From an optimization exercise on the open Yosys and OpenROAD flow, aimed at a short achievable clock period and few clock cycles; shortcuts taken in it are not production practice. At most, simulation tests tie the RTL to the original design; equivalence was not proved. The RTL of run 1 was laid out without a check of its function. No driver is modelled on the clock port, so clocking that relies on it looks cheaper here than on a real chip.

`flow/flow/run.sh`:
```
#!/bin/bash
# The standard layout (standard.sh), with two synthesis changes: full adders
# are left to ABC instead of being mapped to adder cells first, and ABC maps
# for delay with flow/abc.script. All output goes to flow_make.log.
set -euo pipefail
W=$(pwd)
export FLOW_ABC_SCRIPT=$W/flow/abc.script
bash standard.sh SYNTH_SCRIPT=$W/flow/synth.tcl ADDER_MAP_FILE= finish > $W/flow_make.log 2>&1
```
`flow/flow/abc.script`:
```
strash
dch -f
map -D 1000
buffer -c
upsize -c -D 1000
dnsize -c -D 1000
```
`flow/flow/synth.tcl`:
```
# The standard flow's synthesis script (synth_recipe.tcl), with ABC run on this flow's own
# mapping script (FLOW_ABC_SCRIPT) instead of ORFS's abc_speed.script.
proc synth {args} { yosys synth -nofsm -noshare {*}$args }
proc abc {args} {
  set i [lsearch -exact $args -script]
  if { $i >= 0 } { lset args [expr { $i + 1 }] $::env(FLOW_ABC_SCRIPT) }
  yosys abc {*}$args
}
source $::env(SCRIPTS_DIR)/synth.tcl
# left out here: clear keep_hierarchy, flatten, clean up, hide names made inside functions, write 1_2_yosys.v
```
`flow/standard.sh`:
```
#!/bin/bash
# synth_recipe.tcl (not shown) runs the flow's synth.tcl, then flattens the netlist and writes it again
# the make line also repeats each setting of config.mk as NAME=value (left out here)
make -C /OpenROAD-flow-scripts/flow DESIGN_CONFIG=/design/flow/config.mk WORK_HOME=/design/flow/orfs CLKGATE_MAP_FILE= SYNTH_SCRIPT=/design/flow/synth_recipe.tcl "${@:-finish}"
```
`flow/config.mk`:
```
export PLATFORM = sky130hd
export DESIGN_NAME = trading_core
export DESIGN_NICKNAME = trading_core
export VERILOG_FILES = /design/flow/design.v
export SDC_FILE = /design/flow/constraint.sdc
export NUM_CORES = 4
export LEC_CHECK = 0
export CAP_MARGIN = 20
export CORE_MARGIN = 2
export CORE_UTILIZATION = 25
export SLEW_MARGIN = 20
```
`flow/constraint.sdc`:
```
create_clock -name core_clock -period 180.0 [get_ports {clk}]
set_input_delay 36.0000 -clock core_clock [delete_from_list [all_inputs] [get_ports {clk}]]
set_output_delay 36.0000 -clock core_clock [all_outputs]
set_load 0.01 [all_outputs]
```
`flow/design.v`:
```
module trading_core #(
    parameter RSI_PERIOD = 14
)(
    input  logic        clk,
    input  logic        rst,
    input  logic [31:0] price_in,
    input  logic        price_valid,
    output logic [1:0]  action,
    output logic        action_valid,
    output logic [15:0] rsi_value
);
    logic [3:0]  cnt;                 
    logic [31:0] p0;                  
    logic [31:0] chp [0:11];          
    logic [31:0] chn [0:11];          
    logic [31:0] sg, sl;              
    logic [31:0] kg, kl;              
    logic [28:0] e_pos;               
    logic [28:0] f_neg;               
    logic [28:0] d0;                  
    logic [31:0] p;
    assign p = price_in;
    logic [31:0] c;                   
    logic        first, c_pos, c_neg;
    assign c     = p - p0;
    assign first = (cnt == 4'd0);
    assign c_pos = !first && !c[31] && (p != p0);
    assign c_neg = !first && c[31];
    logic [31:0] a_g, a_l, u_g, u_l;
    assign a_g = sg - chp[11];        
    assign a_l = sl - chn[11];        
    assign u_g = kg - chp[11];        
    assign u_l = kl - chn[11];        
    logic [31:0] sg_n, sl_n, kg_n, kl_n;
    assign sg_n = c_pos ? p + u_g : a_g;
    assign kg_n = c_pos ? u_g     : a_g - p;
    assign sl_n = c_neg ? u_l - p : a_l;
    assign kl_n = c_neg ? u_l     : a_l + p;
    always_ff @(posedge clk) begin
        if (rst) begin
            cnt <= 4'd0;
            sg  <= 32'd0;
            sl  <= 32'd0;
            for (int i = 0; i < 12; i++) begin
                chp[i] <= 32'd0;
                chn[i] <= 32'd0;
            end
        end else if (price_valid) begin
            if (cnt != 4'd14) cnt <= cnt + 4'd1;
            chp[0] <= c_pos ? c : 32'd0;
            chn[0] <= c_neg ? 32'd0 - c : 32'd0;
            for (int i = 1; i < 12; i++) begin
                chp[i] <= chp[i-1];
                chn[i] <= chn[i-1];
            end
            sg <= sg_n;
            sl <= sl_n;
        end
    end
    always_ff @(posedge clk) begin
        if (price_valid) begin
            p0    <= p;
            kg    <= kg_n;
            kl    <= kl_n;
            e_pos <= {1'b0, kg_n[31:4]} + {1'b0, sl_n[31:4]};
            f_neg <= {1'b0, kl_n[31:4]} + {1'b0, sg_n[31:4]};
            d0    <= {1'b0, sg_n[31:4]} + {1'b0, sl_n[31:4]};
        end
    end
    logic [32:0] gsum;
    logic        cy4;
    logic [28:0] dps;
    logic [28:0] den_pos;
    assign gsum    = {1'b0, p} + {1'b0, kg};
    assign cy4     = ({1'b0, p[3:0]} + {1'b0, kg[3:0]}) >= 5'd16;
    assign dps     = {1'b0, p[31:4]} + e_pos + {28'd0, cy4};
    assign den_pos = {dps[28] ^ gsum[32], dps[27:0]};
    logic [32:0] lsub;
    logic        bw4;
    logic [28:0] dns;
    logic [28:0] den_neg;
    assign lsub    = {1'b0, kl} - {1'b0, p};
    assign bw4     = kl[3:0] < p[3:0];
    assign dns     = f_neg + ~{1'b0, p[31:4]} + {28'd0, !bw4};
    assign den_neg = {dns[28] ^ lsub[32], dns[27:0]};
    logic [27:0] num;
    logic [28:0] den;
    logic        al0, ag0;
    assign num = c_pos ? gsum[31:4] : sg[31:4];
    assign den = c_pos ? den_pos : c_neg ? den_neg : d0;
    assign al0 = c_neg ? (lsub[31:4] == 28'd0) : (sl[31:4] == 28'd0);
    assign ag0 = c_pos ? (gsum[31:4] == 28'd0) : (sg[31:4] == 28'd0);
    localparam int W = 35;
    logic [W-1:0] n16, d1, d2, d4, d8, d16;
    assign n16 = {3'd0, num, 4'd0};
    assign d1  = {6'd0, den};
    assign d2  = d1 << 1;
    assign d4  = d1 << 2;
    assign d8  = d1 << 3;
    assign d16 = d1 << 4;
    logic [W-1:0] s1 [1:15];
    trading_add2 #(W) k01 (.a(n16 | 35'd1), .b(~d1),  .y(s1[1]));
    trading_add2 #(W) k02 (.a(n16 | 35'd1), .b(~d2),  .y(s1[2]));
    trading_add3 #(W) k03 (.a(n16 | 35'd1), .b(~d4),  .c(d1),  .y(s1[3]));
    trading_add2 #(W) k04 (.a(n16 | 35'd1), .b(~d4),  .y(s1[4]));
    trading_add3 #(W) k05 (.a(n16 | 35'd2), .b(~d4),  .c(~d1), .y(s1[5]));
    trading_add3 #(W) k06 (.a(n16 | 35'd1), .b(~d8),  .c(d2),  .y(s1[6]));
    trading_add3 #(W) k07 (.a(n16 | 35'd1), .b(~d8),  .c(d1),  .y(s1[7]));
    trading_add2 #(W) k08 (.a(n16 | 35'd1), .b(~d8),  .y(s1[8]));
    trading_add3 #(W) k09 (.a(n16 | 35'd2), .b(~d8),  .c(~d1), .y(s1[9]));
    trading_add3 #(W) k10 (.a(n16 | 35'd2), .b(~d8),  .c(~d2), .y(s1[10]));
    trading_add4 #(W) k11 (.a(n16 | 35'd1), .b(~d16), .c(d4),  .d(d1), .y(s1[11]));
    trading_add3 #(W) k12 (.a(n16 | 35'd1), .b(~d16), .c(d4),  .y(s1[12]));
    trading_add4 #(W) k13 (.a(n16 | 35'd1), .b(~d16), .c(d2),  .d(d1), .y(s1[13]));
    trading_add3 #(W) k14 (.a(n16 | 35'd1), .b(~d16), .c(d2),  .y(s1[14]));
    trading_add3 #(W) k15 (.a(n16 | 35'd1), .b(~d16), .c(d1),  .y(s1[15]));
    logic [15:0]  t1;
    logic [29*16-1:0] r1c;
    assign t1[0] = 1'b1;
    assign r1c[28:0] = n16[28:0];
    for (genvar k = 1; k < 16; k++) begin : g_t1
        assign t1[k] = !s1[k][W-1];
        assign r1c[29*k +: 29] = s1[k][28:0];
    end
    logic [15:0] o1;
    logic [28:0] r1;
    logic [3:0]  q1;
    trading_pick u_p1 (.t(t1), .cand(r1c), .o(o1), .r(r1), .q(q1));
    logic [32:0] m [1:15];
    logic [32:0] e1;
    assign e1    = {4'd0, den};
    assign m[1]  = e1;
    assign m[2]  = e1 << 1;
    assign m[4]  = e1 << 2;
    assign m[8]  = e1 << 3;
    assign m[3]  = (e1 << 1) + e1;
    assign m[5]  = (e1 << 2) + e1;
    assign m[7]  = (e1 << 3) - e1;
    assign m[9]  = (e1 << 3) + e1;
    trading_add3 #(33) u_m11 (.a(e1 << 3), .b(e1 << 1), .c(e1), .y(m[11]));
    trading_add3 #(33) u_m13 (.a(e1 << 3), .b(e1 << 2), .c(e1), .y(m[13]));
    assign m[15] = (e1 << 4) - e1;
    assign m[6]  = m[3] << 1;
    assign m[10] = m[5] << 1;
    assign m[12] = m[3] << 2;
    assign m[14] = m[7] << 1;
    logic [33*16-1:0] mp, s_mp;
    always_comb begin
        mp[32:0] = '0;
        for (int k = 1; k < 16; k++) mp[33*k +: 33] = m[k];
    end
    logic [15:0]      t2;
    logic [29*16-1:0] r2c;
    trading_cmp u_c2 (.r(r1), .m(mp), .t(t2), .cand(r2c));
    logic        s_valid, s_al0, s_ag0;
    logic [15:0] s_t2;
    logic [29*16-1:0] s_r2c;
    logic [3:0]  s_q1;
    logic        holding;
    always_ff @(posedge clk) begin
        if (rst) s_valid <= 1'b0;
        else     s_valid <= price_valid && (cnt == 4'd14);
        s_al0 <= al0;
        s_ag0 <= ag0;
        s_t2  <= t2;
        s_r2c <= r2c;
        s_q1  <= q1;
        s_mp  <= mp;
    end
    logic [15:0] o2, o3;
    logic [28:0] r2, r3;
    logic [3:0]  q2, q3;
    trading_pick u_p2 (.t(s_t2), .cand(s_r2c), .o(o2), .r(r2), .q(q2));
    logic [15:0]      t3;
    logic [29*16-1:0] r3c;
    trading_cmp  u_c3 (.r(r2), .m(s_mp), .t(t3), .cand(r3c));
    trading_pick u_p3 (.t(t3), .cand(r3c), .o(o3), .r(r3), .q(q3));
    logic [15:0]      t4;
    logic [29*16-1:0] r4c;
    trading_cmp  u_c4 (.r(r3), .m(s_mp), .t(t4), .cand(r4c));
    logic [25:0] b1, b2;
    always_comb begin
        b1 = 26'd2560000 * 26'(s_q1);
        b2 = '0;
        for (int j = 0; j < 16; j++) if (o2[j]) b2 = b2 | 26'(160000 * j);
    end
    logic [25:0] ac [0:15];
    logic [25:0] a;
    always_comb begin
        for (int j = 0; j < 16; j++) ac[j] = b1 + (b2 | 26'(0)) + 26'(10000 * j);
    end
    always_comb begin
        logic [25:0] x;
        x = '0;
        for (int j = 0; j < 16; j++) if (o3[j]) x = x | ac[j];
        a = x;
    end
    logic [1:0]  cy [0:15];
    always_comb begin
        for (int k = 0; k < 16; k++) begin
            logic [13:0] v;
            v = {2'b00, a[11:0]} + 14'(625 * k);
            cy[k] = v[13:12];
        end
    end
    logic [15:0] o4;
    always_comb begin
        for (int k = 0; k < 15; k++) o4[k] = t4[k] && !t4[k+1];
        o4[15] = t4[15];
    end
    logic [1:0]  cs;
    always_comb begin
        logic [1:0] x;
        x = '0;
        for (int k = 0; k < 16; k++) if (o4[k]) x = x | cy[k];
        cs = x;
    end
    logic [13:0] ahi, rsi_r;
    assign ahi   = a[25:12];
    assign rsi_r = ahi + 14'(cs);
    logic [11:0] hi;
    logic        lt, gt;
    assign hi = {s_q1, q2, q3};
    assign lt = (hi < 12'h4CC) || (hi == 12'h4CC && !t4[13]);
    assign gt = (hi > 12'hB33) || (hi == 12'hB33 && t4[10]);
    logic buy, sell;
    assign buy  = !holding && !s_al0 && (s_ag0 || lt);
    assign sell =  holding && (s_al0 || (!s_ag0 && gt));
    always_ff @(posedge clk) begin
        if (rst)          holding <= 1'b0;
        else if (s_valid) holding <= buy ? 1'b1 : sell ? 1'b0 : holding;
    end
    assign action_valid = s_valid;
    assign action       = {sell, buy};
    assign rsi_value    = s_al0 ? 16'd10000 : s_ag0 ? 16'd0 : {2'b00, rsi_r};
endmodule
module trading_add2 #(parameter int W = 32) (
    input  logic [W-1:0] a, b,
    output logic [W-1:0] y
);
    assign y = a + b;
endmodule
module trading_add3 #(parameter int W = 32) (
    input  logic [W-1:0] a, b, c,
    output logic [W-1:0] y
);
    logic [W-1:0] s, k;
    assign s = a ^ b ^ c;
    assign k = {((a & b) | (a & c) | (b & c)), 1'b0};
    assign y = s + k;
endmodule
module trading_add4 #(parameter int W = 32) (
    input  logic [W-1:0] a, b, c, d,
    output logic [W-1:0] y
);
    logic [W-1:0] s1, k1, s2, k2;
    assign s1 = a ^ b ^ c;
    assign k1 = {((a & b) | (a & c) | (b & c)), 1'b0};
    assign s2 = s1 ^ k1 ^ d;
    assign k2 = {((s1 & k1) | (s1 & d) | (k1 & d)), 1'b0};
    assign y  = s2 + k2;
endmodule
module trading_cmp (
    input  logic [28:0]       r,
    input  logic [33*16-1:0]  m,         
    output logic [15:0]       t,
    output logic [29*16-1:0]  cand
);
    logic [33:0] r16;
    assign r16 = {1'b0, r, 4'd0};
    assign t[0] = 1'b1;
    assign cand[28:0] = r16[28:0];
    for (genvar k = 1; k < 16; k++) begin : g_k
        logic [33:0] df;
        assign df = r16 - {1'b0, m[33*k +: 33]};
        assign t[k] = !df[33];
        assign cand[29*k +: 29] = df[28:0];
    end
endmodule
module trading_pick (
    input  logic [15:0]      t,
    input  logic [29*16-1:0] cand,
    output logic [15:0]      o,
    output logic [28:0]      r,
    output logic [3:0]       q
);
    always_comb begin
        for (int k = 0; k < 15; k++) o[k] = t[k] && !t[k+1];
        o[15] = t[15];
    end
    always_comb begin
        logic [28:0] x;
        logic [3:0]  y;
        x = '0;
        y = '0;
        for (int k = 0; k < 16; k++) begin
            x = x | ({29{o[k]}} & cand[29*k +: 29]);
            y = y | ({4{o[k]}} & 4'(k));
        end
        r = x;
        q = y;
    end
endmodule
```
==> impl_metrics.py, run 1 <==
metrics = {
    "synth": {
        "syn_avg_cell_area_sq_um": 5.76,
        "ys_seq_elements": 1693,
        "async_reset_ff_frac": 0,
        "yosysWarnings": 13,
        "netlist_area_sq_mm": 0.223,
        "synth_enable_flop_cells": 183,
        "synth_cell_types": 133,
        "synth-seq-area-share": 0.160,
        "synthCells": 38600,
        "synth_ff_type": "dfxtp_1",
    },
    "clocking": {
        "numCtsBuffers": 229,
        "cts.sinks": 1693,
        "post_cts_resized": 0,
        "cts_buffer_depth": 4,
        "cts_htree_levels": 4,
        "cts_root_buffer": "clkbuf_16",
        "postCtsSetupRepairBufs": 0,
        "cts.hold.buffers_added": 0,
    },
    "floorplanning": {
        "floorplan.initialDensity": 0.251,
        "fp-row-count": 346,
        "ios": 54,
        "fp.dieH_microns": 948,
        "die_w_microns": 948,
    },
    "outcome": {
        "failed_stage": "global routing",
        "error": "[ERROR GRT-0116] Global routing finished with congestion. Check the congestion regions in the DRC Viewer.",
        "status": "aborted with a tool error",
    },
    "global_routing": {
        "grtUsageTotal": 0.673,
        "grt_pass1_wl_mm": 4080,
        "grt_pass1_vias": 355000,
        "grt_max_degree": 181,
        "globalRouteOverflowTotal": 1085,
    },
    "placement": {
        "port_buffers": 51,
        "dpl_worst_slack_ps": 129270,
        "place_area_sq_mm": 0.247,
        "hpwlAfterDp_mm": 2350,
        "gp_congestion": 1.28,
    },
}
## routing by layer
metal,overflow,global-route usage
met5,0,0.279
met4,439,0.593
met3,9,0.513
met2,634,0.822
met1,3,0.715
## cell usage after synthesis (183+ instances only)
cell	count	area share
dfxtp_1	1510	0.14
o22ai_1	252	0.0071
o21ai_0	2223	0.050
o211ai_1	421	0.014
nor4_1	326	0.0092
inv_1	3073	0.052
xor2_1	695	0.027
nor2_1	4405	0.074
buf_2	446	0.010
a22oi_1	301	0.010
a21oi_1	3063	0.069
edfxtp_1	183	0.025
nand4_1	3133	0.088
nand3b_1	242	0.0082
o2111ai_1	372	0.015
nand2_1	9533	0.16
xnor2_1	272	0.011
nand3_1	2714	0.061
a31oi_1	567	0.016
clkbuf_1	703	0.012
o21ai_1	480	0.011
o21bai_1	205	0.0069
o21a_1	233	0.0079
nor3_1	505	0.011
## cell families after synthesis
logic type | share of synthesized area
AOI/OAI and AO/OA | 0.273
xor gates and xnor gates | 0.0393
adders and majority gates | 0.0000899
buffers and inverters | 0.0835
DFF | 0.160
muxes | 0.0000450
other | 0.0000168
and+or+nand+nor | 0.444
## through the flow
stage                util  hold slack (ps)  std cells
CTS                 0.288              366      51200
global placement    0.278              427      50700
detailed placement  0.279              434      50700
floorplan               -              415      38600
## worst min-delay path by stage
stage / endpoint / slack (ps) / cells after the start
after floorplan: chp[0][31] / 420 / 2
after global placement: chp[0][31] / 430 / 2
after detailed placement: chp[0][31] / 430 / 2
after CTS: chn[4][10] / 370 / 2
==> run 2: changes to the inputs <==
--- a/flow/design.v
+++ b/flow/design.v
@@ -11,8 +11,8 @@
 );
     logic [3:0]  cnt;                 
     logic [31:0] p0;                  
-    logic [31:0] chp [0:11];          
-    logic [31:0] chn [0:11];          
+    logic [31:0] chg [0:11];          
+    logic [31:0] dp, dn;              
     logic [31:0] sg, sl;              
     logic [31:0] kg, kl;              
     logic [28:0] e_pos;               
@@ -27,10 +27,12 @@
     assign c_pos = !first && !c[31] && (p != p0);
     assign c_neg = !first && c[31];
     logic [31:0] a_g, a_l, u_g, u_l;
-    assign a_g = sg - chp[11];        
-    assign a_l = sl - chn[11];        
-    assign u_g = kg - chp[11];        
-    assign u_l = kl - chn[11];        
+    assign a_g = sg - dp;             
+    assign a_l = sl - dn;             
+    assign u_g = kg - dp;             
+    assign u_l = kl - dn;             
+    logic [31:0] c10;                 
+    assign c10 = chg[10];
     logic [31:0] sg_n, sl_n, kg_n, kl_n;
     assign sg_n = c_pos ? p + u_g : a_g;
     assign kg_n = c_pos ? u_g     : a_g - p;
@@ -41,18 +43,15 @@
             cnt <= 4'd0;
             sg  <= 32'd0;
             sl  <= 32'd0;
-            for (int i = 0; i < 12; i++) begin
-                chp[i] <= 32'd0;
-                chn[i] <= 32'd0;
-            end
+            dp  <= 32'd0;
+            dn  <= 32'd0;
+            for (int i = 0; i < 12; i++) chg[i] <= 32'd0;
         end else if (price_valid) begin
             if (cnt != 4'd14) cnt <= cnt + 4'd1;
-            chp[0] <= c_pos ? c : 32'd0;
-            chn[0] <= c_neg ? 32'd0 - c : 32'd0;
-            for (int i = 1; i < 12; i++) begin
-                chp[i] <= chp[i-1];
-                chn[i] <= chn[i-1];
-            end
+            chg[0] <= (c_pos || c_neg) ? c : 32'd0;
+            for (int i = 1; i < 12; i++) chg[i] <= chg[i-1];
+            dp <= (!c10[31] && c10 != 32'd0) ? c10 : 32'd0;
+            dn <= c10[31] ? 32'd0 - c10 : 32'd0;
             sg <= sg_n;
             sl <= sl_n;
         end
@@ -145,10 +144,27 @@
     assign m[12] = m[3] << 2;
     assign m[14] = m[7] << 1;
     logic [33*16-1:0] mp, s_mp;
+    logic [32:0]      s_mo [0:7];     
     always_comb begin
         mp[32:0] = '0;
         for (int k = 1; k < 16; k++) mp[33*k +: 33] = m[k];
     end
+    assign s_mp[32:0] = '0;
+    assign s_mp[33*1 +: 33] = s_mo[0];
+    assign s_mp[33*2 +: 33] = s_mo[0] << 1;
+    assign s_mp[33*3 +: 33] = s_mo[1];
+    assign s_mp[33*4 +: 33] = s_mo[0] << 2;
+    assign s_mp[33*5 +: 33] = s_mo[2];
+    assign s_mp[33*6 +: 33] = s_mo[1] << 1;
+    assign s_mp[33*7 +: 33] = s_mo[3];
+    assign s_mp[33*8 +: 33] = s_mo[0] << 3;
+    assign s_mp[33*9 +: 33] = s_mo[4];
+    assign s_mp[33*10 +: 33] = s_mo[2] << 1;
+    assign s_mp[33*11 +: 33] = s_mo[5];
+    assign s_mp[33*12 +: 33] = s_mo[1] << 2;
+    assign s_mp[33*13 +: 33] = s_mo[6];
+    assign s_mp[33*14 +: 33] = s_mo[3] << 1;
+    assign s_mp[33*15 +: 33] = s_mo[7];
     logic [15:0]      t2;
     logic [29*16-1:0] r2c;
     trading_cmp u_c2 (.r(r1), .m(mp), .t(t2), .cand(r2c));
@@ -165,7 +181,7 @@
         s_t2  <= t2;
         s_r2c <= r2c;
         s_q1  <= q1;
-        s_mp  <= mp;
+        for (int i = 0; i < 8; i++) s_mo[i] <= m[2*i+1];
     end
     logic [15:0] o2, o3;
     logic [28:0] r2, r3;
--- a/flow/config.mk
+++ b/flow/config.mk
@@ -7,5 +7,5 @@
 export LEC_CHECK = 0
 export CAP_MARGIN = 20
 export CORE_MARGIN = 2
-export CORE_UTILIZATION = 25
+export CORE_UTILIZATION = 15
 export SLEW_MARGIN = 20
==> run 2 against run 1 <==
Net effect: the run again fails in global routing; area after synthesis is 2.0% lower; synthesized cell count rose by 0.34%.
==> impl_metrics.py, run 2 <==
metrics = {
    "outcome": {
        "status": "aborted with a tool error",
        "failed_stage": "global routing",
        "error": "[ERROR GRT-0116] Global routing finished with congestion. Check the congestion regions in the DRC Viewer.",
    },
    "synth": {
        "synth_top_cell_by_area": "nand2_1",
        "async_reset_ff_frac": 0,
        "syn_avg_cell_area_sq_um": 5.63,
        "synthCells": 38800,
        "synth-seq-area-share": 0.131,
        "synth_top_area_frac": 0.168,
        "synth_ff_type": "dfxtp_1",
        "synth_common_cells": "nand2_1 (9,789), nor2_1 (4,223), nand4_1 (3,544)",
        "synthTopCellsByArea": "nand2_1 (17%), dfxtp_1 (11%), nand4_1 (10%)",
        "synth_enable_flop_cells": 183,
        "yosysWarnings": 13,
        "netlist_area_sq_mm": 0.218,
        "ys_seq_elements": 1341,
        "yosysMostFrequentCell": "nand2_1",
        "synth_cell_types": 123,
    },
    "global_routing": {
        "grt_max_degree": 169,
        "grtUsageTotal": 0.528,
        "grt_pass1_wl_mm": 4960,
        "globalRouteOverflowTotal": 11,
        "grt_pass1_vias": 370000,
    },
    "clocking": {
        "cts_buffer_depth": 5,
        "cts.sinks": 1341,
        "cts.hold.buffers_added": 0,
        "cts_htree_levels": 4,
        "postCtsSetupRepairBufs": 0,
        "numCtsBuffers": 232,
        "cts_root_buffer": "clkbuf_16",
        "post_cts_resized": 0,
    },
    "floorplanning": {
        "ios": 54,
        "fp-row-count": 443,
        "fp.dieH_mm": 1.21,
        "die_w_mm": 1.21,
        "floorplan.initialDensity": 0.150,
    },
    "placement": {
        "dpl_worst_slack_ps": 127710,
        "gp_congestion": 1.17,
        "place_area_sq_mm": 0.259,
        "port_buffers": 51,
        "hpwlAfterDp_mm": 3280,
    },
}
[run 2: cell types whose count changed after synthesis, moves of 122 or more]
cell     before   now
nand4_1    3133  3544
dfxtp_1    1510  1158
nand2_1    9533  9789
a21oi_1    3063  2860
nand3_1    2714  2908
nor2_1     4405  4223
xor2_1      695   573
[run 2: layer usage]
layer,overflow,global-route usage
met1,0,0.538
met3,0,0.218
met5,0,0.0237
met4,7,0.569
met2,4,0.785
[run 2: per-stage QoR]
step | utilization | cells
after detailed placement | 0.179 | 59100
after CTS | 0.184 | 59500
after floorplan | - | 38800
after global placement | 0.178 | 59000
[run 2: worst max-delay path by stage]
stage,cells after the start,to,startpoint,slack [ps]
after floorplan,34,rsi_value[5],s_t2[5],138330
after global placement,38,s_r2c[303],price_in[28],127600
after detailed placement,40,s_t2[1],price_in[28],127710
after CTS,30,rsi_value[12],s_t2[10],127580
[run 2: cells by family after synthesis]
family / count (synthesis) / share of synthesized area
simple gates: 22400 / 0.470
xor+xnor: 866 / 0.0355
other cells: 1 / 0.0000172
flops: 1341 / 0.131
buf+inv: 4444 / 0.0832
compound gates: 9691 / 0.279
Testbench counts of run 2, summed over its fixed seeds: cycles 3,312.
==> run 3: changes to the inputs <==
==> flow/flow/run.sh (replaced) <==
#!/bin/bash
# The standard layout (standard.sh) with these changes:
# - synthesis: adders keep Yosys's Brent-Kung carry network (not ORFS's
#   Kogge-Stone) and are not mapped to full-adder cells first; ABC maps for
#   delay with flow/abc.script (flow/synth.tcl is synth_recipe.tcl with that
#   script swapped in).
# - after the post-placement repair, flow/repair.tcl sizes and buffers gates
#   on the worst paths.
# All of make's output goes to flow_make.log.
set -euo pipefail
W=$(pwd)
export FLOW_ABC_SCRIPT=$W/flow/abc.script
export FLOW_SETUP_TARGET=${FLOW_SETUP_TARGET:-136}
export FLOW_REPAIR_ITERS=${FLOW_REPAIR_ITERS:-3000}
bash standard.sh SYNTH_SCRIPT=$W/flow/synth.tcl ADDER_MAP_FILE= \
  SYNTH_OPERATIONS_ARGS=-nofsm POST_RESIZE_TCL=$W/flow/repair.tcl finish \
  > $W/flow_make.log 2>&1
==> flow/flow/repair.tcl (new file) <==
# Gate sizing and buffering for delay after the standard post-placement
# repair: the design meets the 180 ns clock with a wide margin, so ORFS's own
# repair_timing never runs; this asks it to improve the worst paths.
estimate_parasitics -placement
report_worst_slack -max
repair_timing -setup -setup_margin $::env(FLOW_SETUP_TARGET) -repair_tns 0 \
  -max_iterations $::env(FLOW_REPAIR_ITERS) -skip_pin_swap -verbose
estimate_parasitics -placement
report_worst_slack -max
--- a/flow/config.mk
+++ b/flow/config.mk
@@ -7,5 +7,6 @@
 export LEC_CHECK = 0
 export CAP_MARGIN = 20
 export CORE_MARGIN = 2
-export CORE_UTILIZATION = 15
+export CORE_UTILIZATION = 25
+export PLACE_DENSITY = 0.45
 export SLEW_MARGIN = 20
==> run 3 against run 2 <==
Net effect: the run now finishes clean; area after synthesis decreased by 27%; synthesized cell count down 29%.
==> impl_metrics.py, run 3 <==
metrics = {
    "outcome": {
        "status": "finished clean",
    },
    "critical_path": {
        "path_buf_inv": 13,
        "critPathRequiredTime_ps": 144000,
        "critPathLaunchType": "flop",
        "critical_path.top_delay_family": "compound AO/OA/AOI/OAI gates",
        "r2r_start": "p0[3]",
        "crit_path_max_fanout": 28,
        "end_kind": "output pin",
        "rr_worst_depth": 38,
        "crit_type": "reg2out",
        "slowest_delay_ps": 610,
        "cp-startpoint": "s_t2[12]",
        "worst-path-stages": 45,
        "crit_path_top_delay_cell": "nand4_1",
        "worstPathArrival_ps": 10270,
        "cp_common_cell": "nand4_1",
    },
    "timing": {
        "max_freq_mhz": 21.6,
        "fin_skew_ps": 70.3,
        "fin_setup_tns_ps": 0,
        "slew_viol_final": 0,
        "fin_crit_sh": 0.257,
        "layout_min_cycle_time_ps": 46270,
        "hold_violations": 0,
        "setup-violations-final": 0,
        "rsz0062_at_grt": "false",
        "worst_pin_slew_ps": 1210,
        "slew_headroom": 0.188,
    },
    "cells_and_area": {
        "layout_commonest_cell": "nand2_1",
        "largest_reg_flops": 411,
        "post-route-util": 0.308,
        "design_area_sq_mm": 0.194,
        "nFillCells": 70200,
        "layoutNonFillerInstCount": 36500,
        "top_regs": "s_r2c: 411 flops, chg: 352 flops, s_mo: 240 flops",
        "nets": 28000,
        "syn_to_final_growth_pct": 22.7,
        "top_register": "s_r2c",
        "drive_gt1_frac": 0.127,
        "layout_common_cells": "nand2_1 (6,152), nor2_1 (4,113), inv_1 (2,390)",
    },
    "synth": {
        "synth_top_area_frac": 0.150,
        "synth_common_cells": "nand2_1 (6,329), nor2_1 (4,268), inv_1 (2,433)",
        "synth_ff_type": "dfxtp_1",
        "async_reset_ff_frac": 0,
        "synthCells": 27400,
        "yosysWarnings": 13,
        "synth_cell_types": 127,
        "synth_enable_flop_cells": 183,
        "syn_avg_cell_area_sq_um": 5.79,
        "netlist_area_sq_mm": 0.159,
        "synth_top_cell_by_area": "nand2_1",
        "ys_seq_elements": 1341,
        "yosysMostFrequentCell": "nand2_1",
        "synthTopCellsByArea": "nand2_1 (15%), dfxtp_1 (15%), nor2_1 (10%)",
        "synth-seq-area-share": 0.181,
    },
    "job": {
        "cap_violations": 0,
    },
    "global_routing": {
        "grtUsageMet3": 0.0540,
        "antenna_found_initial": 45,
        "grt_max_degree": 165,
        "grtUsageTotal": 0.302,
        "grtUsageMet2": 0.472,
        "globalRouteOverflowTotal": 0,
        "grt_pass1_vias": 192000,
        "grt_busiest_layer": "met2",
        "met1_usage": 0.365,
        "grt_pass1_wl_mm": 1410,
    },
    "drt": {
        "drtAntennaViolNets": 0,
        "drt-total-wl_mm": 1020,
        "dr.pass1.iters": 9,
        "vias_per_cell": 5.66,
        "wire_per_inst_microns": 27.8,
        "drt_iter0_drc": 23100,
        "dr_total_vias": 207000,
        "drc_errors": 0,
    },
    "clocking": {
        "cts.clk_slew.worst_paths_ps": 60,
        "postCtsSetupRepairBufs": 0,
        "cts.sinks": 1341,
        "numCtsBuffers": 178,
        "cts.hold.buffers_added": 0,
        "cts_tree": "built",
        "post_cts_resized": 0,
        "insertion_delay_ps": 950,
        "cts_root_buffer": "clkbuf_16",
        "cts_htree_levels": 4,
        "cts_buffer_depth": 4,
    },
    "floorplanning": {
        "die_w_microns": 800,
        "ios": 54,
        "fp.dieH_microns": 800,
        "floorplan.initialDensity": 0.251,
        "core_area_sq_mm": 0.632,
        "die_area_sq_mm": 0.640,
        "fp-row-count": 292,
    },
    "placement": {
        "port_buffers": 51,
        "hpwlAfterDp_mm": 829,
        "gp_congestion": 1.04,
        "place_area_sq_mm": 0.188,
        "dp.cells": 36200,
    },
    "hold_path": {
        "min-delay-start": "chg[4][13]",
        "hold_class": "reg2reg",
        "hold-path-cell-count": 2,
    },
}
[run 3: cell types whose count changed after synthesis, sizes merged, moves of 304 or more]
cell / delta
nand2: -3453
nand4: -2493
o21ai: -1089
a21oi: -977
nand3: -818
inv: -524
o2111ai: -330
o211ai: -307
a31oi: -304
[run 3: logic make-up (layout without fill, tap and decap cells)]
| kind of cell | Yosys count | count (layout) | synth area share |
|---|---|---|---|
| fa+ha+maj | 10 | 10 | 0.000632 |
| other cells | 1 | 36 | 0.0000237 |
| compound gates | 6206 | 6208 | 0.248 |
| buf+inv | 3548 | 4281 | 0.0919 |
| mux | 1 | 1 | 0.0000632 |
| flops | 1341 | 1341 | 0.181 |
| simple gates | 15300 | 15300 | 0.423 |
| xor+xnor | 982 | 982 | 0.0556 |
[run 3: layout make-up]
type                    instances  area (sq um)  share of cell area
repair buffers               1441         15400              0.0793
repair inverters                2          12.5           0.0000644
diodes                         33          82.6            0.000425
flip-flops and latches       1341         28700               0.148
well taps                    8379         10500              0.0539
clock inverters                85          1030             0.00530
clock buffers                 236          5190              0.0267
multi-input cells           22500        124000               0.637
inverters                    2517          9670              0.0497
[run 3: per-stage QoR]
stage | hold WS (ps) | setup WS [ps]
after CTS | 427 | 134110
after detailed placement | 450 | 135080
after floorplan | 430 | 137880
after global routing | 465 | 133410
after global placement | 444 | 129830
final | 432 | 133730
[run 3: worst paths after layout]
path	to	slack, ps
worst max-delay path	rsi_value[10]	133730
worst min-delay path	chg[5][13]	430
worst max register to register	s_t2[14]	170730
worst min register to register	chg[5][13]	430
[run 3: layer usage]
layer	part of all wire	routed length [microns]
met1	0.39	394000
met2	0.43	435000
met3	0.085	86000
met4	0.099	100000
met5	0.00011	112
[run 3: worst reg2reg max path: cells and delay by family (launching register included)]
family	cells	cell delay (ps)
AOI/OAI and AO/OA	17	3810
buffers and inverters	8	1730
DFF	1	370
and+or+nand+nor	13	3220
==> run 4: changes to the inputs <==
--- a/flow/design.v
+++ b/flow/design.v
@@ -183,27 +183,48 @@
         s_q1  <= q1;
         for (int i = 0; i < 8; i++) s_mo[i] <= m[2*i+1];
     end
+    logic buy, sell;
+    trading_out u_out (.t2(s_t2), .r2c(s_r2c), .mp(s_mp), .q1(s_q1), .al0(s_al0), .ag0(s_ag0),
+                       .holding(holding), .buy(buy), .sell(sell), .rsi_value(rsi_value));
+    always_ff @(posedge clk) begin
+        if (rst)          holding <= 1'b0;
+        else if (s_valid) holding <= buy ? 1'b1 : sell ? 1'b0 : holding;
+    end
+    assign action_valid = s_valid;
+    assign action       = {sell, buy};
+endmodule
+module trading_out (
+    input  logic [15:0]      t2,
+    input  logic [29*16-1:0] r2c,
+    input  logic [33*16-1:0] mp,
+    input  logic [3:0]       q1,
+    input  logic             al0, ag0, holding,
+    output logic             buy, sell,
+    output logic [15:0]      rsi_value
+);
     logic [15:0] o2, o3;
     logic [28:0] r2, r3;
     logic [3:0]  q2, q3;
-    trading_pick u_p2 (.t(s_t2), .cand(s_r2c), .o(o2), .r(r2), .q(q2));
+    trading_pick u_p2 (.t(t2), .cand(r2c), .o(o2), .r(r2), .q(q2));
     logic [15:0]      t3;
     logic [29*16-1:0] r3c;
-    trading_cmp  u_c3 (.r(r2), .m(s_mp), .t(t3), .cand(r3c));
+    trading_cmp  u_c3 (.r(r2), .m(mp), .t(t3), .cand(r3c));
     trading_pick u_p3 (.t(t3), .cand(r3c), .o(o3), .r(r3), .q(q3));
     logic [15:0]      t4;
     logic [29*16-1:0] r4c;
-    trading_cmp  u_c4 (.r(r3), .m(s_mp), .t(t4), .cand(r4c));
+    trading_cmp  u_c4 (.r(r3), .m(mp), .t(t4), .cand(r4c));
     logic [25:0] b1, b2;
     always_comb begin
-        b1 = 26'd2560000 * 26'(s_q1);
+        b1 = 26'd2560000 * 26'(q1);
         b2 = '0;
         for (int j = 0; j < 16; j++) if (o2[j]) b2 = b2 | 26'(160000 * j);
     end
+    logic [25:0] b12;
+    assign b12 = b1 + b2;
     logic [25:0] ac [0:15];
     logic [25:0] a;
     always_comb begin
-        for (int j = 0; j < 16; j++) ac[j] = b1 + (b2 | 26'(0)) + 26'(10000 * j);
+        for (int j = 0; j < 16; j++) ac[j] = b12 + 26'(10000 * j);
     end
     always_comb begin
         logic [25:0] x;
@@ -236,19 +257,12 @@
     assign rsi_r = ahi + 14'(cs);
     logic [11:0] hi;
     logic        lt, gt;
-    assign hi = {s_q1, q2, q3};
+    assign hi = {q1, q2, q3};
     assign lt = (hi < 12'h4CC) || (hi == 12'h4CC && !t4[13]);
     assign gt = (hi > 12'hB33) || (hi == 12'hB33 && t4[10]);
-    logic buy, sell;
-    assign buy  = !holding && !s_al0 && (s_ag0 || lt);
-    assign sell =  holding && (s_al0 || (!s_ag0 && gt));
-    always_ff @(posedge clk) begin
-        if (rst)          holding <= 1'b0;
-        else if (s_valid) holding <= buy ? 1'b1 : sell ? 1'b0 : holding;
-    end
-    assign action_valid = s_valid;
-    assign action       = {sell, buy};
-    assign rsi_value    = s_al0 ? 16'd10000 : s_ag0 ? 16'd0 : {2'b00, rsi_r};
+    assign buy  = !holding && !al0 && (ag0 || lt);
+    assign sell =  holding && (al0 || (!ag0 && gt));
+    assign rsi_value = al0 ? 16'd10000 : ag0 ? 16'd0 : {2'b00, rsi_r};
 endmodule
 module trading_add2 #(parameter int W = 32) (
     input  logic [W-1:0] a, b,
==> flow/flow/run.sh (replaced) <==
#!/bin/bash
# The standard layout (standard.sh) with these changes:
# - synthesis: adders keep Yosys's Brent-Kung carry network (not ORFS's
#   Kogge-Stone) and are not mapped to full-adder cells first; ABC maps for
#   delay with flow/abc.script (flow/synth.tcl is synth_recipe.tcl with that
#   script swapped in).
# - trading_out (the output cycle's logic) is mapped by ABC on its own, so
#   that it is mapped for its own critical path, then flattened like the rest.
# - after the post-placement repair, flow/repair.tcl sizes and buffers gates
#   on the worst paths; after clock tree synthesis flow/repair_cts.tcl does so
#   again.
# - the input and output ports are buffered with buf_4 cells.
# All of make's output goes to flow_make.log.
set -euo pipefail
W=$(pwd)
export FLOW_ABC_SCRIPT=$W/flow/abc.script
export SYNTH_KEEP_MODULES="trading_out"
export FLOW_SETUP_TARGET=${FLOW_SETUP_TARGET:-136}
export FLOW_REPAIR_ITERS=${FLOW_REPAIR_ITERS:-3000}
bash standard.sh SYNTH_SCRIPT=$W/flow/synth.tcl ADDER_MAP_FILE= \
  SYNTH_OPERATIONS_ARGS=-nofsm POST_RESIZE_TCL=$W/flow/repair.tcl \
  POST_CTS_TCL=$W/flow/repair_cts.tcl \
  "BUFFER_PORTS_ARGS=-buffer_cell sky130_fd_sc_hd__buf_4" finish \
  > $W/flow_make.log 2>&1
==> flow/flow/repair_cts.tcl (new file) <==
# After clock tree synthesis: size and buffer gates on the worst paths again,
# now with the clock tree in place, then legalise the placement.
estimate_parasitics -placement
report_worst_slack -max
repair_timing -setup -setup_margin $::env(FLOW_SETUP_TARGET) -repair_tns 0 \
  -max_iterations $::env(FLOW_REPAIR_ITERS) -skip_pin_swap -verbose
detailed_placement
check_placement -verbose
estimate_parasitics -placement
report_worst_slack -max
==> run 4 against run 3 <==
Net effect: die area rose by 7.2%; maximum frequency rose by 2.8%; worst hold slack got worse by 5.2 ps; synthesized cell count rose by 5.9%; clock skew rose by 26 ps.
==> impl_metrics.py, run 4 <==
metrics = {
    "timing": {
        "worst_pin_slew_ps": 1280,
        "max_freq_mhz": 22.2,
        "slew_headroom": 0.141,
        "rsz0062_at_grt": "false",
        "layout_min_cycle_time_ps": 45030,
        "timing.hold.ws_ps": 427,
        "fin_skew_ps": 96.4,
        "fin_setup_tns_ps": 0,
        "hold_violations": 0,
        "fin_crit_sh": 0.250,
        "setup-violations-final": 0,
        "slew_viol_final": 0,
    },
    "synth": {
        "async_reset_ff_frac": 0,
        "netlist_area_sq_mm": 0.170,
        "synth-seq-area-share": 0.169,
        "synth_common_cells": "nand2_1 (7,017), nor2_1 (3,386), nand3_1 (2,767)",
        "synth_top_area_frac": 0.155,
        "synth_top_cell_by_area": "nand2_1",
        "ys_seq_elements": 1341,
        "synth_ff_type": "dfxtp_1",
        "syn_avg_cell_area_sq_um": 5.86,
        "synth_cell_types": 133,
        "synthTopCellsByArea": "nand2_1 (15%), dfxtp_1 (14%), nand3_1 (8.1%)",
        "synthCells": 29000,
        "synth_enable_flop_cells": 183,
        "yosysWarnings": 12,
        "yosysMostFrequentCell": "nand2_1",
    },
    "cells_and_area": {
        "top_register": "s_r2c",
        "drive_gt1_frac": 0.144,
        "layoutNonFillerInstCount": 39200,
        "regArea_sq_mm": 0.0287,
        "nets": 30100,
        "layout_common_cells": "nand2_1 (6,813), nor2_1 (3,219), nand3_1 (2,574)",
        "top_regs": "s_r2c: 411 flops, chg: 352 flops, s_mo: 240 flops",
        "layout_commonest_cell": "nand2_1",
        "syn_to_final_growth_pct": 25.2,
        "largest_reg_flops": 411,
        "multi_input_area_sq_mm": 0.136,
        "nFillCells": 75100,
    },
    "clocking": {
        "cts.sinks": 1341,
        "insertion_delay_ps": 980,
        "cts.clk_slew.worst_paths_ps": 60,
        "cts_tree": "built",
    },
    "global_routing": {
        "grt_max_degree": 159,
        "grtUsageTotal": 0.334,
        "antenna_found_initial": 58,
        "grt_pass1_wl_mm": 1650,
        "globalRouteOverflowTotal": 0,
        "grt_pass1_vias": 212000,
    },
    "critical_path": {
        "critPathRequiredTime_ps": 144000,
        "crit_path_max_fanout": 30,
        "r2r_start": "p0[2]",
        "crit_path_top_delay_cell": "o221a_2",
        "crit_type": "reg2out",
        "rr_worst_depth": 42,
        "worstPathArrival_ps": 9030,
        "end_kind": "output pin",
        "slowest_delay_ps": 360,
        "reg2reg_to": "s_r2c[198]",
        "critPathLaunchType": "flop",
        "cp_common_cell": "nand2_1",
        "r2r_setup_slack_ps": 170550,
    },
    "placement": {
        "hpwlAfterDp_mm": 952,
        "dp.cells": 38200,
        "port_buffers": 51,
        "gp_congestion": 1.01,
    },
    "floorplanning": {
        "fp.dieH_microns": 828,
        "floorplan.initialDensity": 0.251,
        "fp-row-count": 302,
        "ios": 54,
        "die_area_sq_mm": 0.686,
        "die_w_microns": 828,
        "core_area_sq_mm": 0.677,
    },
    "hold_path": {
        "hold-path-cell-count": 2,
        "min-delay-start": "chg[9][14]",
        "hold_class": "reg2reg",
        "hold_path_end": "chg[10][14]",
    },
    "job": {
        "cap_violations": 0,
    },
    "drt": {
        "vias_per_cell": 5.80,
        "drc_errors": 0,
        "drt_iter0_drc": 27000,
        "drtAntennaViolNets": 0,
        "wire_per_inst_microns": 30.9,
        "dr_total_vias": 227000,
        "drt-total-wl_mm": 1210,
        "dr.pass1.iters": 9,
    },
    "outcome": {
        "status": "finished clean",
    },
}
## run 4: cell count changes after synthesis, sizes merged, moves of 38 or more
| cell | previous run | this run |
|---|---|---|
| nor2 | 4308 | 3480 |
| o21bai | 224 | 323 |
| inv | 2480 | 2609 |
| nand3b | 189 | 369 |
| nor3 | 501 | 424 |
| buf | 588 | 780 |
| nand4 | 1137 | 1799 |
| a31oi | 306 | 362 |
| nand3 | 2211 | 2839 |
| clkbuf | 443 | 355 |
| a221oi | 52 | 14 |
| nand2 | 6386 | 7104 |
| o2111ai | 130 | 82 |
## run 4: per-layer routing
layer | global-route usage | wire [microns] | vias to the layer above
li1 | - | - | 103000
met1 | 0.408 | 473000 | 109000
met2 | 0.525 | 522000 | 12300
met3 | 0.0495 | 97100 | 3049
met4 | 0.266 | 120000 | 22
met5 | 0 | 153 | -
## run 4: area by class of cell
cell class	count	area share
Timing Repair Buffer	1836	0.0947
Multi-Input combinational cell	24000	0.640
Clock buffer	233	0.0242
Inverter	2620	0.0468
Clock inverter	96	0.00602
Antenna cell	47	0.000553
Tap cell	8968	0.0528
Sequential cell	1341	0.135
## run 4: worst max-delay path: cells and delay by family (launching register included)
family                 cells  cell delay, ps
DFF                        1             330
and+or+nand+nor           17            2900
buffers and inverters     10            2310
AOI/OAI and AO/OA         12            2410
## run 4: logic make-up (layout without fill, tap and decap cells)
family	Yosys count	count (layout)	synth area share
AOI/OAI and AO/OA	6360	6361	0.238
xor gates and xnor gates	937	937	0.0494
other	3	139	0.0000663
adders and majority gates	8	8	0.000471
and+or+nand+nor	16600	16600	0.449
muxes	2	2	0.000125
buffers and inverters	3755	4785	0.0941
DFF	1341	1341	0.169
## run 4: worst max path at each step
| stage | startpoint | depth (start not counted) | endpoint |
|---|---|---|---|
| global placement | price_in[14] | 40 | s_r2c[144] |
| detailed placement | price_in[31] | 41 | s_r2c[144] |
| floorplan | price_in[16] | 39 | s_r2c[144] |
| global route | s_t2[5] | 48 | rsi_value[10] |
| finish | s_t2[3] | 39 | rsi_value[10] |
## run 4: per-stage QoR
stage	setup WS (ps)	utilization	instance area, sq um
2_1_floorplan	138090	-	170000
3_3_place_gp	129010	0.268	181000
3_5_place_dp	135080	0.290	197000
5_1_grt	134750	0.314	213000
6_report	134970	0.314	213000
## run 4: Yosys stat by module, one instance, submodules excluded
module        area [sq um]  flip-flops and latches  cells
trading_core        120000                    1341  19600
trading_out          49600                       0   9410
Testbench counts of run 4, summed over its fixed seeds: cycles 3,312.
==> run 5: changes to the inputs <==
--- a/flow/design.v
+++ b/flow/design.v
@@ -169,7 +169,7 @@
     logic [29*16-1:0] r2c;
     trading_cmp u_c2 (.r(r1), .m(mp), .t(t2), .cand(r2c));
     logic        s_valid, s_al0, s_ag0;
-    logic [15:0] s_t2;
+    logic [15:0] s_o2;                
     logic [29*16-1:0] s_r2c;
     logic [3:0]  s_q1;
     logic        holding;
@@ -178,13 +178,14 @@
         else     s_valid <= price_valid && (cnt == 4'd14);
         s_al0 <= al0;
         s_ag0 <= ag0;
-        s_t2  <= t2;
+        for (int k = 0; k < 15; k++) s_o2[k] <= t2[k] && !t2[k+1];
+        s_o2[15] <= t2[15];
         s_r2c <= r2c;
         s_q1  <= q1;
         for (int i = 0; i < 8; i++) s_mo[i] <= m[2*i+1];
     end
     logic buy, sell;
-    trading_out u_out (.t2(s_t2), .r2c(s_r2c), .mp(s_mp), .q1(s_q1), .al0(s_al0), .ag0(s_ag0),
+    trading_out u_out (.o2(s_o2), .r2c(s_r2c), .mp(s_mp), .q1(s_q1), .al0(s_al0), .ag0(s_ag0),
                        .holding(holding), .buy(buy), .sell(sell), .rsi_value(rsi_value));
     always_ff @(posedge clk) begin
         if (rst)          holding <= 1'b0;
@@ -194,7 +195,7 @@
     assign action       = {sell, buy};
 endmodule
 module trading_out (
-    input  logic [15:0]      t2,
+    input  logic [15:0]      o2,
     input  logic [29*16-1:0] r2c,
     input  logic [33*16-1:0] mp,
     input  logic [3:0]       q1,
@@ -202,10 +203,10 @@
     output logic             buy, sell,
     output logic [15:0]      rsi_value
 );
-    logic [15:0] o2, o3;
+    logic [15:0] o3;
     logic [28:0] r2, r3;
     logic [3:0]  q2, q3;
-    trading_pick u_p2 (.t(t2), .cand(r2c), .o(o2), .r(r2), .q(q2));
+    trading_sel  u_s2 (.o(o2), .cand(r2c), .r(r2), .q(q2));
     logic [15:0]      t3;
     logic [29*16-1:0] r3c;
     trading_cmp  u_c3 (.r(r2), .m(mp), .t(t3), .cand(r3c));
@@ -245,16 +246,26 @@
         for (int k = 0; k < 15; k++) o4[k] = t4[k] && !t4[k+1];
         o4[15] = t4[15];
     end
-    logic [1:0]  cs;
+    logic [13:0] ahi;
+    logic [13:0] rc [0:3];
+    assign ahi = a[25:12];
     always_comb begin
-        logic [1:0] x;
+        for (int j = 0; j < 4; j++) rc[j] = ahi + 14'(j);
+    end
+    logic [3:0]  cs;                  
+    always_comb begin
+        for (int j = 0; j < 4; j++) begin
+            cs[j] = 1'b0;
+            for (int k = 0; k < 16; k++) cs[j] = cs[j] | (o4[k] && cy[k] == 2'(j));
+        end
+    end
+    logic [13:0] rsi_r;
+    always_comb begin
+        logic [13:0] x;
         x = '0;
-        for (int k = 0; k < 16; k++) if (o4[k]) x = x | cy[k];
-        cs = x;
+        for (int j = 0; j < 4; j++) x = x | ({14{cs[j]}} & rc[j]);
+        rsi_r = x;
     end
-    logic [13:0] ahi, rsi_r;
-    assign ahi   = a[25:12];
-    assign rsi_r = ahi + 14'(cs);
     logic [11:0] hi;
     logic        lt, gt;
     assign hi = {q1, q2, q3};
@@ -318,6 +329,14 @@
         for (int k = 0; k < 15; k++) o[k] = t[k] && !t[k+1];
         o[15] = t[15];
     end
+    trading_sel u_s (.o(o), .cand(cand), .r(r), .q(q));
+endmodule
+module trading_sel (
+    input  logic [15:0]      o,
+    input  logic [29*16-1:0] cand,
+    output logic [28:0]      r,
+    output logic [3:0]       q
+);
     always_comb begin
         logic [28:0] x;
         logic [3:0]  y;
--- a/flow/config.mk
+++ b/flow/config.mk
@@ -8,5 +8,5 @@
 export CAP_MARGIN = 20
 export CORE_MARGIN = 2
 export CORE_UTILIZATION = 25
-export PLACE_DENSITY = 0.45
+export PLACE_DENSITY = 0.5
 export SLEW_MARGIN = 20
==> run 5 against run 4 <==
Net effect: final cell count is 2.0% higher; clock-buffer cell count fell by 11; first-iteration DRC count rose by 25%; worst hold slack improved by 19 ps; via count grew 3.1%; global-route usage decreased by 3.5 points; setup slack better by 17 ps; critical path depth decreased by 7; synthesized cell count grew 2.4%.
==> impl_metrics.py, run 5 <==
metrics = {
    "synth": {
        "synth_ff_type": "dfxtp_1",
        "synth_enable_flop_cells": 183,
        "netlist_area_sq_mm": 0.173,
        "synthCells": 29700,
        "synth_top_cell_by_area": "nand2_1",
        "synth-seq-area-share": 0.165,
        "ys_seq_elements": 1342,
        "synth_common_cells": "nand2_1 (7,544), nor2_1 (3,531), inv_1 (2,615)",
        "synthTopCellsByArea": "nand2_1 (16%), dfxtp_1 (13%), nor2_1 (7.6%)",
        "yosysWarnings": 14,
        "yosysMostFrequentCell": "nand2_1",
        "async_reset_ff_frac": 0,
        "synth_top_area_frac": 0.163,
        "synth_cell_types": 141,
        "syn_avg_cell_area_sq_um": 5.84,
    },
    "cells_and_area": {
        "design_area_sq_mm": 0.214,
        "nFillCells": 76400,
        "layoutNonFillerInstCount": 40000,
        "post-route-util": 0.310,
        "drive_gt1_frac": 0.140,
        "top_regs": "s_r2c: 411 flops, chg: 352 flops, s_mo: 240 flops",
        "largest_reg_flops": 411,
        "layout_commonest_cell": "nand2_1",
        "top_register": "s_r2c",
        "layout_common_cells": "nand2_1 (7,349), nor2_1 (3,359), inv_1 (2,602)",
        "nets": 30600,
        "syn_to_final_growth_pct": 23.4,
    },
    "critical_path": {
        "worstPathArrival_ps": 9010,
        "critPathRequiredTime_ps": 144000,
        "slowest_delay_ps": 900,
        "end_kind": "output pin",
        "crit_path_max_fanout": 56,
        "crit_path_top_delay_cell": "o21ai_0",
        "crit_type": "reg2out",
        "critPathLaunchType": "flop",
    },
    "job": {
        "cap_violations": 0,
    },
    "drt": {
        "drt_iter0_drc": 33600,
        "vias_per_cell": 5.86,
        "dr.pass1.iters": 21,
        "drtAntennaViolNets": 0,
        "wire_per_inst_microns": 27.8,
        "dr_total_vias": 234000,
        "drt-total-wl_mm": 1110,
        "drc_errors": 0,
    },
    "global_routing": {
        "grt_max_degree": 135,
        "grt_pass1_vias": 214000,
        "antenna_found_initial": 59,
        "grtUsageTotal": 0.299,
        "grt_pass1_wl_mm": 1540,
        "globalRouteOverflowTotal": 0,
    },
    "floorplanning": {
        "fp.dieH_microns": 837,
        "ios": 54,
        "die_w_microns": 837,
        "die_area_sq_mm": 0.700,
        "core_area_sq_mm": 0.691,
        "floorplan.initialDensity": 0.251,
        "fp-row-count": 305,
    },
    "timing": {
        "slew_headroom": 0.141,
        "slew_viol_final": 0,
        "fin_skew_ps": 85.8,
        "worst_pin_slew_ps": 1280,
        "fin_crit_sh": 0.250,
        "max_freq_mhz": 22.2,
        "setup-violations-final": 0,
        "fin_setup_tns_ps": 0,
        "rsz0062_at_grt": "false",
        "hold_violations": 0,
        "layout_min_cycle_time_ps": 45010,
    },
    "placement": {
        "port_buffers": 51,
        "place_area_sq_mm": 0.203,
        "dp.cells": 39300,
        "hpwlAfterDp_mm": 885,
        "gp_congestion": 1.07,
    },
    "hold_path": {
        "hold_class": "reg2reg",
    },
    "outcome": {
        "status": "finished clean",
    },
    "clocking": {
        "cts.clk_slew.worst_paths_ps": 60,
        "cts_tree": "built",
        "insertion_delay_ps": 970,
        "cts.sinks": 1342,
    },
}
## run 5: final cells by class
class	instances	area, sq um	area share
multi-input combinational	24700	139000	0.651
sequential	1342	28700	0.134
timing repair buffer	1722	18600	0.0870
tap	9210	11500	0.0539
inverter	2670	10100	0.0474
clock buffer	222	4650	0.0217
clock inverter	78	831	0.00388
antenna	69	173	0.000807
## run 5: per-layer routing
metal / GRT usage / share of wire / wire [microns] / vias to the layer above
met4: 0.240 / 0.10 / 112000 / 20
met3: 0.0731 / 0.12 / 131000 / 3715
met1: 0.370 / 0.38 / 420000 / 110000
met5: 0 / 0.00012 / 131 / -
met2: 0.442 / 0.40 / 450000 / 15400
li1: - / - / - / 105000
## run 5: modules after synthesis, one instance, submodules excluded
module	cells	flip-flops and latches	area, sq um
trading_out	9742	0	51300
trading_core	20000	1342	122000
## run 5: through the flow
step | hold WS [ps] | worst slack [ps]
3_3_place_gp | 447 | 130620
2_1_floorplan | 430 | 137990
3_5_place_dp | 451 | 135710
6_report | 445 | 134990
5_1_grt | 470 | 135030
## run 5: logic make-up (layout without fill, tap and decap cells)
family / after synthesis / after routing / share of synthesized area
AOI/OAI and AO/OA: 6537 / 6538 / 0.244
other: 2 / 183 / 0.0000433
xor gates and xnor gates: 915 / 915 / 0.0478
DFF: 1342 / 1342 / 0.165
and+or+nand+nor: 17100 / 17100 / 0.447
adders and majority gates: 10 / 10 / 0.000577
muxes: 1 / 1 / 0.0000577
buffers and inverters: 3841 / 4692 / 0.0950
## run 5: final timing paths
check,from,endpoint,slack [ps],depth (start not counted)
max reg2reg,kl[3],s_o2[9],171070,38
min,chg[7][6],chg[8][6],450,2
max,s_o2[7],rsi_value[3],134990,32
min reg2reg,chg[7][6],chg[8][6],450,2
## run 5: worst max-delay path: cells and delay by family, from the launching register on
kind / cells / cell delay [ps]
compound gates: 14 / 3950
simple gates: 9 / 1790
buf+inv: 9 / 1660
flops: 1 / 330
Testbench counts of run 5, summed over its fixed seeds: cycles 3,312.
==> run 6: changes to the inputs <==
--- a/flow/design.v
+++ b/flow/design.v
@@ -169,7 +169,7 @@
     logic [29*16-1:0] r2c;
     trading_cmp u_c2 (.r(r1), .m(mp), .t(t2), .cand(r2c));
     logic        s_valid, s_al0, s_ag0;
-    logic [15:0] s_o2;                
+    logic [15:0] s_t2;
     logic [29*16-1:0] s_r2c;
     logic [3:0]  s_q1;
     logic        holding;
@@ -178,14 +178,13 @@
         else     s_valid <= price_valid && (cnt == 4'd14);
         s_al0 <= al0;
         s_ag0 <= ag0;
-        for (int k = 0; k < 15; k++) s_o2[k] <= t2[k] && !t2[k+1];
-        s_o2[15] <= t2[15];
+        s_t2  <= t2;
         s_r2c <= r2c;
         s_q1  <= q1;
         for (int i = 0; i < 8; i++) s_mo[i] <= m[2*i+1];
     end
     logic buy, sell;
-    trading_out u_out (.o2(s_o2), .r2c(s_r2c), .mp(s_mp), .q1(s_q1), .al0(s_al0), .ag0(s_ag0),
+    trading_out u_out (.t2(s_t2), .r2c(s_r2c), .mp(s_mp), .q1(s_q1), .al0(s_al0), .ag0(s_ag0),
                        .holding(holding), .buy(buy), .sell(sell), .rsi_value(rsi_value));
     always_ff @(posedge clk) begin
         if (rst)          holding <= 1'b0;
@@ -195,7 +194,7 @@
     assign action       = {sell, buy};
 endmodule
 module trading_out (
-    input  logic [15:0]      o2,
+    input  logic [15:0]      t2,
     input  logic [29*16-1:0] r2c,
     input  logic [33*16-1:0] mp,
     input  logic [3:0]       q1,
@@ -203,10 +202,10 @@
     output logic             buy, sell,
     output logic [15:0]      rsi_value
 );
-    logic [15:0] o3;
+    logic [15:0] o2, o3;
     logic [28:0] r2, r3;
     logic [3:0]  q2, q3;
-    trading_sel  u_s2 (.o(o2), .cand(r2c), .r(r2), .q(q2));
+    trading_pick u_p2 (.t(t2), .cand(r2c), .o(o2), .r(r2), .q(q2));
     logic [15:0]      t3;
     logic [29*16-1:0] r3c;
     trading_cmp  u_c3 (.r(r2), .m(mp), .t(t3), .cand(r3c));
@@ -329,14 +328,6 @@
         for (int k = 0; k < 15; k++) o[k] = t[k] && !t[k+1];
         o[15] = t[15];
     end
-    trading_sel u_s (.o(o), .cand(cand), .r(r), .q(q));
-endmodule
-module trading_sel (
-    input  logic [15:0]      o,
-    input  logic [29*16-1:0] cand,
-    output logic [28:0]      r,
-    output logic [3:0]       q
-);
     always_comb begin
         logic [28:0] x;
         logic [3:0]  y;
==> flow/flow/run.sh (replaced) <==
#!/bin/bash
# The standard layout (standard.sh, with its synthesis unchanged) with these
# additions:
# - after the post-placement repair, flow/repair.tcl sizes and buffers gates
#   on the worst paths; after clock tree synthesis flow/repair_cts.tcl does so
#   again.
# - the input and output ports are buffered with buf_4 cells.
# All of make's output goes to flow_make.log.
set -euo pipefail
W=$(pwd)
export FLOW_SETUP_TARGET=${FLOW_SETUP_TARGET:-136}
export FLOW_REPAIR_ITERS=${FLOW_REPAIR_ITERS:-3000}
bash standard.sh POST_RESIZE_TCL=$W/flow/repair.tcl \
  POST_CTS_TCL=$W/flow/repair_cts.tcl \
  "BUFFER_PORTS_ARGS=-buffer_cell sky130_fd_sc_hd__buf_4" finish \
  > $W/flow_make.log 2>&1
--- a/flow/config.mk
+++ b/flow/config.mk
@@ -8,5 +8,5 @@
 export CAP_MARGIN = 20
 export CORE_MARGIN = 2
 export CORE_UTILIZATION = 25
-export PLACE_DENSITY = 0.5
+export PLACE_DENSITY = 0.45
 export SLEW_MARGIN = 20
removed: flow/flow/abc.script
removed: flow/flow/synth.tcl
==> run 6 against run 5 <==
Net effect: critical path depth rose by 19; worst hold slack gained 16 ps; via count down 33%; die area decreased by 8.0%; clock skew is 34 ps higher; clock-buffer cell count rose by 6; final cell count down 28%; global-route usage shrank 7.3 points; synthesized cell count shrank 34%; area after synthesis decreased by 8.0%; critical endpoint is now s_r2c[173].
==> impl_metrics.py, run 6 <==
metrics = {
    "outcome": {
        "status": "finished clean",
    },
    "critical_path": {
        "r2r_setup_slack_ps": 167530,
        "critPathLaunchType": "primary input",
        "r2r_start": "kg[5]",
        "critPathRequiredTime_ps": 180810,
        "worstPathArrival_ps": 48220,
        "reg2reg_to": "s_r2c[173]",
        "crit_path_top_delay_cell": "xnor2_1",
        "cp_common_cell": "o21a_1",
        "end_kind": "flop",
        "rr_worst_depth": 50,
        "crit_type": "in2reg",
        "slowest_delay_ps": 670,
        "crit_path_max_fanout": 16,
    },
    "placement": {
        "gp_congestion": 0.959,
        "port_buffers": 51,
        "hpwlAfterDp_mm": 621,
    },
    "global_routing": {
        "globalRouteOverflowTotal": 0,
        "grtUsageTotal": 0.226,
        "grt_max_degree": 124,
        "grt_pass1_vias": 155000,
        "antenna_found_initial": 32,
        "grt_pass1_wl_mm": 1080,
    },
    "timing": {
        "setup-violations-final": 0,
        "rsz0062_at_grt": "false",
        "max_freq_mhz": 21.1,
        "hold_violations": 0,
        "layout_min_cycle_time_ps": 47410,
        "fin_setup_tns_ps": 0,
        "fin_crit_sh": 0.263,
        "slew_headroom": 0.144,
        "slew_viol_final": 0,
        "worst_pin_slew_ps": 1250,
        "timing.hold.ws_ps": 461,
        "fin_skew_ps": 120,
    },
    "synth": {
        "synth_ff_type": "dfxtp_1",
        "synthTopCellsByArea": "ha_1 (20%), dfxtp_1 (15%), xnor2_1 (6.6%)",
        "ys_seq_elements": 1341,
        "synth_cell_types": 115,
        "synthSimpleGateAreaFrac": 0.162,
        "synth_enable_flop_cells": 183,
        "async_reset_ff_frac": 0,
        "synth-seq-area-share": 0.180,
        "synth_top_cell_by_area": "ha_1",
        "synthCells": 19700,
        "synth_top_family_by_area": "adder cells",
        "yosys.area_share.adder": 0.246,
        "synth_top_area_frac": 0.199,
        "syn_avg_cell_area_sq_um": 8.09,
        "yosysMostFrequentCell": "ha_1",
        "netlist_area_sq_mm": 0.160,
        "yosysWarnings": 13,
        "synth_compound_area_frac": 0.243,
        "synth_common_cells": "ha_1 (2,538), inv_1 (1,745), nor2_1 (1,698)",
        "muxShareOfSynthArea": 0.0241,
        "synthXorXnorAreaFrac": 0.0931,
    },
    "clocking": {
        "insertion_delay_ps": 930,
        "cts.clk_slew.worst_paths_ps": 60,
        "cts.sinks": 1341,
        "cts_tree": "built",
    },
    "drt": {
        "dr_total_vias": 156000,
        "wire_per_inst_microns": 26.5,
        "drt_iter0_drc": 13800,
        "drt-total-wl_mm": 763,
        "drc_errors": 0,
        "dr.pass1.iters": 12,
        "vias_per_cell": 5.42,
        "drtAntennaViolNets": 0,
    },
    "hold_path": {
        "hold-path-cell-count": 2,
        "hold_class": "reg2reg",
        "min-delay-start": "chg[0][21]",
        "hold_path_end": "chg[0][21]",
    },
    "job": {
        "cap_violations": 0,
    },
    "cells_and_area": {
        "post-route-util": 0.291,
        "syn_to_final_growth_pct": 16.1,
        "layout_commonest_cell": "ha_1",
        "nets": 23100,
        "largest_reg_flops": 411,
        "top_register": "s_r2c",
        "top_regs": "s_r2c: 411 flops, chg: 352 flops, s_mo: 240 flops",
        "layout_common_cells": "ha_1 (2,503), inv_1 (1,729), nor2_1 (1,667)",
        "drive_gt1_frac": 0.0871,
    },
    "floorplanning": {
        "ios": 54,
        "fp-row-count": 293,
        "die_area_sq_mm": 0.644,
        "core_area_sq_mm": 0.636,
        "die_w_microns": 803,
        "floorplan.initialDensity": 0.251,
        "fp.dieH_microns": 803,
    },
}
## run 6: per-layer routing
metal,global-route usage,wire length (microns)
met1,0.288,324000
met3,0.0263,46000
met2,0.379,348000
met4,0.110,45200
met5,0,50
## run 6: cell type report
| class | instances | area (sq um) |
|---|---|---|
| antenna | 26 | 65.1 |
| sequential | 1341 | 28700 |
| timing repair buffer | 744 | 7310 |
| clock buffer | 228 | 4720 |
| clock inverter | 75 | 955 |
| inverter | 1750 | 6620 |
| fill | 68300 | 451000 |
| multi-input combinational | 16200 | 126000 |
| tap | 8407 | 10500 |
## run 6: cell families after synthesis
group,Yosys count
xor gates and xnor gates,1696
buffers and inverters,2193
muxes,383
and+or+nand+nor,5355
adders and majority gates,2909
other,1
DFF,1341
AOI/OAI and AO/OA,5835
## run 6: worst max-delay path, delay by kind of cell
kind | cells | cell delay, ps
AOI/OAI and AO/OA | 32 | 7220
xor gates and xnor gates | 2 | 800
adders and majority gates | 5 | 1960
buffers and inverters | 6 | 1370
and+or+nand+nor | 6 | 760
## run 6: per-stage QoR
stage          instance area (sq um)  setup slack [ps]  cells
5_1_grt                       185000            131970  28700
6_report                      185000            132590  28800
3_5_place_dp                  177000            131740  28300
2_1_floorplan                 160000            128440  19700
3_3_place_gp                  172000            127460  28100
## run 6: how the worst max path moves through the flow
stage                      start    endpoint  slack (ps)  depth (start not counted)
global route         price_in[8]  s_r2c[173]      131970                         56
detailed placement   price_in[1]     s_t2[2]      131740                         63
finish               price_in[5]  s_r2c[173]      132590                         51
global placement    price_in[14]     s_t2[2]      127460                         51
floorplan           price_in[20]  s_r2c[405]      128440                         51
Testbench counts of run 6, summed over its fixed seeds: cycles 3,312.

## port drivers added, routing unchanged
The results above use ideal ports. As a check the final layouts listed here were re-extracted and re-timed, cells and wires unchanged.
Step 1: set_driving_cell puts a clkbuf_16 on clk and a buf_2 on each other input, an assumption about the parent block.
Step 2 times the ports against the registers' clock, not the clock port: input delays grow and output delays shrink by t, the midpoint of the rising clock arrivals with the driver on.
Three values: ideal ports, drivers, drivers and shift; two values: the first two.
run	shift t [ns]	slack for setup (ns)	hold slack, ns
run 3	1.034	133.734 / 133.615 / 134.636	0.432 / 0.432 / 0.432
run 4	1.063	134.974 / 134.843 / 134.632	0.427 / 0.427 / 0.427
run 5	1.038	134.991 / 134.877 / 135.292	0.445 / 0.445 / 0.445
run 6	0.978	132.589 / 132.523 / 131.689	0.461 / 0.461 / 0.461
After both steps setup and hold are still met in every run listed. For run 6, which loses most, drivers alone change the setup slack by -0.066 ns; drivers and shift together by -0.900 ns.
